This design comes from an exercise in tuning for small area, a short achievable clock period and few clock cycles per item on the open sky130 flow, not from production work.
In this exercise RTL edits were held to simulation tests only and were not proved equivalent to the original.

==> pepper <==
==> flow/design.v <==
`timescale 1ns / 1ps
module lab08_md5(
  input            clk,
  input            reset_n,
  input            start,
  input  [63:0]    msg_in,
  output           ready,
  output           done,
  output [127:0]   digest
);
reg  [6:0]  i;
reg         pend;             
reg         dn;
reg         go;               
reg  [31:0] w0, w1;           
reg  [31:0] q, b, c, d;
reg  [3:0]  fs;               
reg  [4:0]  s;                
reg         fin;              
reg  [6:0]  n;                
wire acc  = start & ready;
wire idle = (i == 7'd127);
assign ready  = ~pend & (i >= 7'd54);
assign done   = dn;
function [31:0] bswap(input [31:0] x);
  bswap = {x[7:0], x[15:8], x[23:16], x[31:24]};
endfunction
assign digest = {bswap(d), bswap(q), bswap(b), bswap(c)};
wire [6:0] i_nx = (~reset_n | (i == 7'd66)) ? 7'd127 : (go | ~idle) ? i + 7'd1 : i;
wire pend_nx = reset_n & (acc | (pend & ~go));
wire go_nx   = (i_nx == 7'd127) & pend_nx;
reg  [4:0] s_nx;
always @(*) begin
  case ({i_nx[5:4], i_nx[1:0]})
    4'd0:  s_nx = 5'd7;  4'd1:  s_nx = 5'd12; 4'd2:  s_nx = 5'd17; 4'd3:  s_nx = 5'd22;
    4'd4:  s_nx = 5'd5;  4'd5:  s_nx = 5'd9;  4'd6:  s_nx = 5'd14; 4'd7:  s_nx = 5'd20;
    4'd8:  s_nx = 5'd4;  4'd9:  s_nx = 5'd11; 4'd10: s_nx = 5'd16; 4'd11: s_nx = 5'd23;
    4'd12: s_nx = 5'd6;  4'd13: s_nx = 5'd10; 4'd14: s_nx = 5'd15; default: s_nx = 5'd21;
  endcase
  if (i_nx[6]) s_nx = 5'd0;
end
always @(posedge clk) begin
  i    <= i_nx;
  pend <= pend_nx;
  go   <= go_nx;
  dn   <= reset_n & (i == 7'd66);
  fin  <= i_nx[6];
  fs   <= i_nx[6] ? 4'b0000 : (4'b0001 << i_nx[5:4]);
  s    <= s_nx;
  n    <= i_nx + 7'd1;
end
reg  [31:0] kn;
always @(*) begin
  case (n)
      7'd0: kn = 32'h3eafc779;
      7'd1: kn = 32'he8c7b756;
      7'd2: kn = 32'h2420715b;
      7'd3: kn = 32'hc1bdceee;
      7'd4: kn = 32'hf57c0faf;
      7'd5: kn = 32'h4787c62a;
      7'd6: kn = 32'ha8304613;
      7'd7: kn = 32'hfd469501;
      7'd8: kn = 32'h698098d8;
      7'd9: kn = 32'h8b44f7af;
      7'd10: kn = 32'hffff5bb1;
      7'd11: kn = 32'h895cd7be;
      7'd12: kn = 32'h6b901122;
      7'd13: kn = 32'hfd987193;
      7'd14: kn = 32'ha67943ce;
      7'd15: kn = 32'h49b40821;
      7'd16: kn = 32'hf61e2562;
      7'd17: kn = 32'hc040b340;
      7'd18: kn = 32'h265e5a51;
      7'd19: kn = 32'he9b6c7aa;
      7'd20: kn = 32'hd62f105d;
      7'd21: kn = 32'h02441453;
      7'd22: kn = 32'hd8a1e681;
      7'd23: kn = 32'he7d3fbc8;
      7'd24: kn = 32'h21e1cde6;
      7'd25: kn = 32'hc3370816;
      7'd26: kn = 32'hf4d50d87;
      7'd27: kn = 32'h455a14ed;
      7'd28: kn = 32'ha9e3e905;
      7'd29: kn = 32'hfcefa478;
      7'd30: kn = 32'h676f02d9;
      7'd31: kn = 32'h8d2a4c8a;
      7'd32: kn = 32'hfffa3942;
      7'd33: kn = 32'h8771f681;
      7'd34: kn = 32'h6d9d6122;
      7'd35: kn = 32'hfde5384c;
      7'd36: kn = 32'ha4beea44;
      7'd37: kn = 32'h4bdecfa9;
      7'd38: kn = 32'hf6bb4b60;
      7'd39: kn = 32'hbebfbc70;
      7'd40: kn = 32'h289b7ec6;
      7'd41: kn = 32'heaa127fa;
      7'd42: kn = 32'hd4ef3085;
      7'd43: kn = 32'h04881d05;
      7'd44: kn = 32'hd9d4d039;
      7'd45: kn = 32'he6db99e5;
      7'd46: kn = 32'h1fa27cf8;
      7'd47: kn = 32'hc4ac56e5;
      7'd48: kn = 32'hf4292244;
      7'd49: kn = 32'h432aff97;
      7'd50: kn = 32'hab9423e7;
      7'd51: kn = 32'hfc93a039;
      7'd52: kn = 32'h655b59c3;
      7'd53: kn = 32'h8f0ccc92;
      7'd54: kn = 32'hffeff47d;
      7'd55: kn = 32'h85845dd1;
      7'd56: kn = 32'h6fa87e4f;
      7'd57: kn = 32'hfe2ce6e0;
      7'd58: kn = 32'ha3014314;
      7'd59: kn = 32'h4e0811a1;
      7'd60: kn = 32'hf7537e82;
      7'd61: kn = 32'hbd3af235;
      7'd62: kn = 32'h2ad7d33b;
      7'd63: kn = 32'heb86d391;
      7'd64: kn = 32'h67452301;
      7'd65: kn = 32'h10325476;
      7'd66: kn = 32'h98badcfe;
      7'd67: kn = 32'hefcdab89;
    default: kn = 32'h0;
  endcase
end
reg [3:0] gn;
always @(*) begin
  case (n[5:4])
    2'd0: gn = n[3:0];
    2'd1: gn = n[3:0] * 4'd5 + 4'd1;
    2'd2: gn = n[3:0] * 4'd3 + 4'd5;
    default: gn = n[3:0] * 4'd7;
  endcase
end
wire [31:0] wn = n[6] ? 32'h0 : (gn == 4'd0) ? w0 : (gn == 4'd1) ? w1 : 32'h0;
wire [31:0] f = ({32{fs[0]}} & (d ^ (b & (c ^ d)))) |
                ({32{fs[1]}} & (c ^ (d & (b ^ c)))) |
                ({32{fs[2]}} & (b ^ c ^ d)) |
                ({32{fs[3]}} & (c ^ (b | ~d)));
wire [31:0] t  = q + f;
wire [31:0] r0 = s[0] ? {t[30:0],  t[31]}     : t;
wire [31:0] r1 = s[1] ? {r0[29:0], r0[31:30]} : r0;
wire [31:0] r2 = s[2] ? {r1[27:0], r1[31:28]} : r1;
wire [31:0] r3 = s[3] ? {r2[23:0], r2[31:24]} : r2;
wire [31:0] r4 = s[4] ? {r3[15:0], r3[31:16]} : r3;
wire [31:0] bn = (fin ? 32'h0 : b) + r4;
wire [31:0] qn = (go ? 32'h0 : d) + kn + wn;
always @(posedge clk) begin
  q <= qn;
  b <= go ? 32'hefcdab89 : bn;
  c <= go ? 32'h98badcfe : b;
  d <= go ? 32'h10325476 : c;
end
always @(posedge clk) begin
  if (acc) begin
    w0 <= bswap(msg_in[63:32]);
    w1 <= bswap(msg_in[31:0]);
  end
end
endmodule
==> flow/run.sh <==
#!/bin/bash
# synth_recipe.tcl (not shown) runs the flow's synth.tcl, then flattens the netlist and writes it again
# the make line also repeats each setting of config.mk as NAME=value (left out here)
make -C /OpenROAD-flow-scripts/flow DESIGN_CONFIG=/design/flow/config.mk WORK_HOME=/design/flow/orfs CLKGATE_MAP_FILE= SYNTH_SCRIPT=/design/flow/synth_recipe.tcl finish
==> flow/config.mk <==
export PLATFORM = sky130hd
export DESIGN_NAME = lab08_md5
export DESIGN_NICKNAME = lab08_md5
export VERILOG_FILES = /design/flow/design.v
export SDC_FILE = /design/flow/constraint.sdc
export NUM_CORES = 4
export LEC_CHECK = 0
export ABC_AREA = 1
export CAP_MARGIN = 20
export CORE_MARGIN = 2
export CORE_UTILIZATION = 40
export SETUP_SLACK_MARGIN = 5
export SLEW_MARGIN = 20
==> flow/constraint.sdc <==
create_clock -name core_clock -period 11.0 [get_ports {clk}]
set_input_delay 2.2000 -clock core_clock [delete_from_list [all_inputs] [get_ports {clk}]]
set_output_delay 2.2000 -clock core_clock [all_outputs]
set_load 0.01 [all_outputs]
==> inputs of sierra, as changes to pepper <==
--- a/flow/design.v
+++ b/flow/design.v
@@ -11,44 +11,19 @@
 reg  [6:0]  i;
 reg         pend;             
 reg         dn;
-reg         go;               
 reg  [31:0] w0, w1;           
 reg  [31:0] q, b, c, d;
-reg  [3:0]  fs;               
-reg  [4:0]  s;                
-reg         fin;              
-reg  [6:0]  n;                
 wire acc  = start & ready;
 wire idle = (i == 7'd127);
+wire go   = idle & pend;
+wire fin  = i[6];
 assign ready  = ~pend & (i >= 7'd54);
 assign done   = dn;
 function [31:0] bswap(input [31:0] x);
   bswap = {x[7:0], x[15:8], x[23:16], x[31:24]};
 endfunction
 assign digest = {bswap(d), bswap(q), bswap(b), bswap(c)};
-wire [6:0] i_nx = (~reset_n | (i == 7'd66)) ? 7'd127 : (go | ~idle) ? i + 7'd1 : i;
-wire pend_nx = reset_n & (acc | (pend & ~go));
-wire go_nx   = (i_nx == 7'd127) & pend_nx;
-reg  [4:0] s_nx;
-always @(*) begin
-  case ({i_nx[5:4], i_nx[1:0]})
-    4'd0:  s_nx = 5'd7;  4'd1:  s_nx = 5'd12; 4'd2:  s_nx = 5'd17; 4'd3:  s_nx = 5'd22;
-    4'd4:  s_nx = 5'd5;  4'd5:  s_nx = 5'd9;  4'd6:  s_nx = 5'd14; 4'd7:  s_nx = 5'd20;
-    4'd8:  s_nx = 5'd4;  4'd9:  s_nx = 5'd11; 4'd10: s_nx = 5'd16; 4'd11: s_nx = 5'd23;
-    4'd12: s_nx = 5'd6;  4'd13: s_nx = 5'd10; 4'd14: s_nx = 5'd15; default: s_nx = 5'd21;
-  endcase
-  if (i_nx[6]) s_nx = 5'd0;
-end
-always @(posedge clk) begin
-  i    <= i_nx;
-  pend <= pend_nx;
-  go   <= go_nx;
-  dn   <= reset_n & (i == 7'd66);
-  fin  <= i_nx[6];
-  fs   <= i_nx[6] ? 4'b0000 : (4'b0001 << i_nx[5:4]);
-  s    <= s_nx;
-  n    <= i_nx + 7'd1;
-end
+wire [6:0] n = i + 7'd1;
 reg  [31:0] kn;
 always @(*) begin
   case (n)
@@ -133,10 +108,26 @@
   endcase
 end
 wire [31:0] wn = n[6] ? 32'h0 : (gn == 4'd0) ? w0 : (gn == 4'd1) ? w1 : 32'h0;
-wire [31:0] f = ({32{fs[0]}} & (d ^ (b & (c ^ d)))) |
-                ({32{fs[1]}} & (c ^ (d & (b ^ c)))) |
-                ({32{fs[2]}} & (b ^ c ^ d)) |
-                ({32{fs[3]}} & (c ^ (b | ~d)));
+reg [31:0] f;
+always @(*) begin
+  if (fin) f = 32'h0;
+  else case (i[5:4])
+    2'd0: f = d ^ (b & (c ^ d));
+    2'd1: f = c ^ (d & (b ^ c));
+    2'd2: f = b ^ c ^ d;
+    default: f = c ^ (b | ~d);
+  endcase
+end
+reg [4:0] s;
+always @(*) begin
+  if (fin) s = 5'd0;
+  else case ({i[5:4], i[1:0]})
+    4'd0:  s = 5'd7;  4'd1:  s = 5'd12; 4'd2:  s = 5'd17; 4'd3:  s = 5'd22;
+    4'd4:  s = 5'd5;  4'd5:  s = 5'd9;  4'd6:  s = 5'd14; 4'd7:  s = 5'd20;
+    4'd8:  s = 5'd4;  4'd9:  s = 5'd11; 4'd10: s = 5'd16; 4'd11: s = 5'd23;
+    4'd12: s = 5'd6;  4'd13: s = 5'd10; 4'd14: s = 5'd15; default: s = 5'd21;
+  endcase
+end
 wire [31:0] t  = q + f;
 wire [31:0] r0 = s[0] ? {t[30:0],  t[31]}     : t;
 wire [31:0] r1 = s[1] ? {r0[29:0], r0[31:30]} : r0;
@@ -157,4 +148,17 @@
     w1 <= bswap(msg_in[31:0]);
   end
 end
+always @(posedge clk) begin
+  if (~reset_n) begin
+    i    <= 7'd127;
+    pend <= 1'b0;
+    dn   <= 1'b0;
+  end else begin
+    dn <= (i == 7'd66);
+    if (acc) pend <= 1'b1;
+    else if (go) pend <= 1'b0;
+    if (i == 7'd66) i <= 7'd127;
+    else if (~idle | go) i <= n;
+  end
+end
 endmodule
Settings changed: ABC_AREA 1 to unset, SETUP_SLACK_MARGIN 5 to unset.
==> comparison <==
Between pepper and sierra, the lower flip-flop and latch count is in sierra (gap 44).
Utilization: sierra is higher than pepper (0.14 points).
Between sierra and pepper, the lower critical path depth is in pepper (gap 10).
Between sierra and pepper, the lower cell count is in sierra (gap about 23%, measured against pepper).
In pepper the worst hold slack is lower than in sierra, by 0.047 ns.
Of pepper and sierra, pepper has the higher sequential share of layout area (gap 1.8 points).
Against pepper, the maximum frequency of sierra is lower by about 38%.
In sierra the routed wire length is smaller than in pepper, by 12%.
Against sierra, the die area of pepper is larger by 8.8%.
==> figures <==
quantity	pepper	sierra
Area share of the leading cell type in the synthesized netlist	17.5%	14.3%
Register cell area after layout	5680 µm²	4770 µm²
Post-CTS Setup Inserts	2	0
RSZ-0062 raised after global routing	yes	no
Met3 track utilization from global routing	4.19%	4.81%
Fin crit period	5.76 ns	9.25 ns
Result of the run	no timing/DRC/antenna violations	no timing/DRC/antenna violations
Number of combinational gates with multiple inputs	2632	2082
Fraction of standard cell area that is sequential	22.2%	20.4%
Non-filler cells, final	4320	3324
Signed area change from the synthesized netlist to the final layout	18.2%	17.8%
Critical path class	primary input to register	register to register
Number of cells after detailed placement	4256	3276
Hold Crit Start	c[0]	c[13]
Remaining max-slew budget at the tightest pin	35.6%	19.7%
Number of buffers and inverters on the critical path	6	1
Final clock skew	0.0277 ns	0.0476 ns
Placement Cell Area	24200 µm²	22500 µm²
GR Util All Layers	32.2%	30.9%
Transition time of the tightest slew-check pin	0.962 ns	1.19 ns
Testbench counts of pepper, summed over its fixed seeds: cycles 13,072, hashes 192.
Testbench counts of sierra, summed over its fixed seeds: cycles 13,072, hashes 192.

separate check: timing with driven ports:
How much do the figures lean on ideal ports? The routed layouts below were timed once more, with nothing changed but the port constraints. Step 1: set_driving_cell puts a clkbuf_16 on clk and a buf_2 on each other input, an assumption about the parent block. Step 2 adds t to the input delays and takes it off the output delays; t is the mean of the earliest and latest rising clock arrival at the registers after step 1. Input paths then give back, and output paths get back, about the clock's delay inside the block. a / b / c = ideal / step 1 / step 2; a / b = the first two.
run | t, ns | setup slack, ns | worst setup path after step 2 | worst data-port slew with drivers (ns) | pins driven straight from the clock port
pepper | 0.653 | 5.236 / 5.276 / 4.622 | input to register | 0.06 | 1
sierra | 0.617 | 1.750 / 1.750 / 1.750 | register to register | 0.06 | 1
After both steps every run listed still meets setup and hold. For pepper, which loses most, drivers alone change the setup slack by +0.040 ns; drivers and shift together by -0.614 ns.
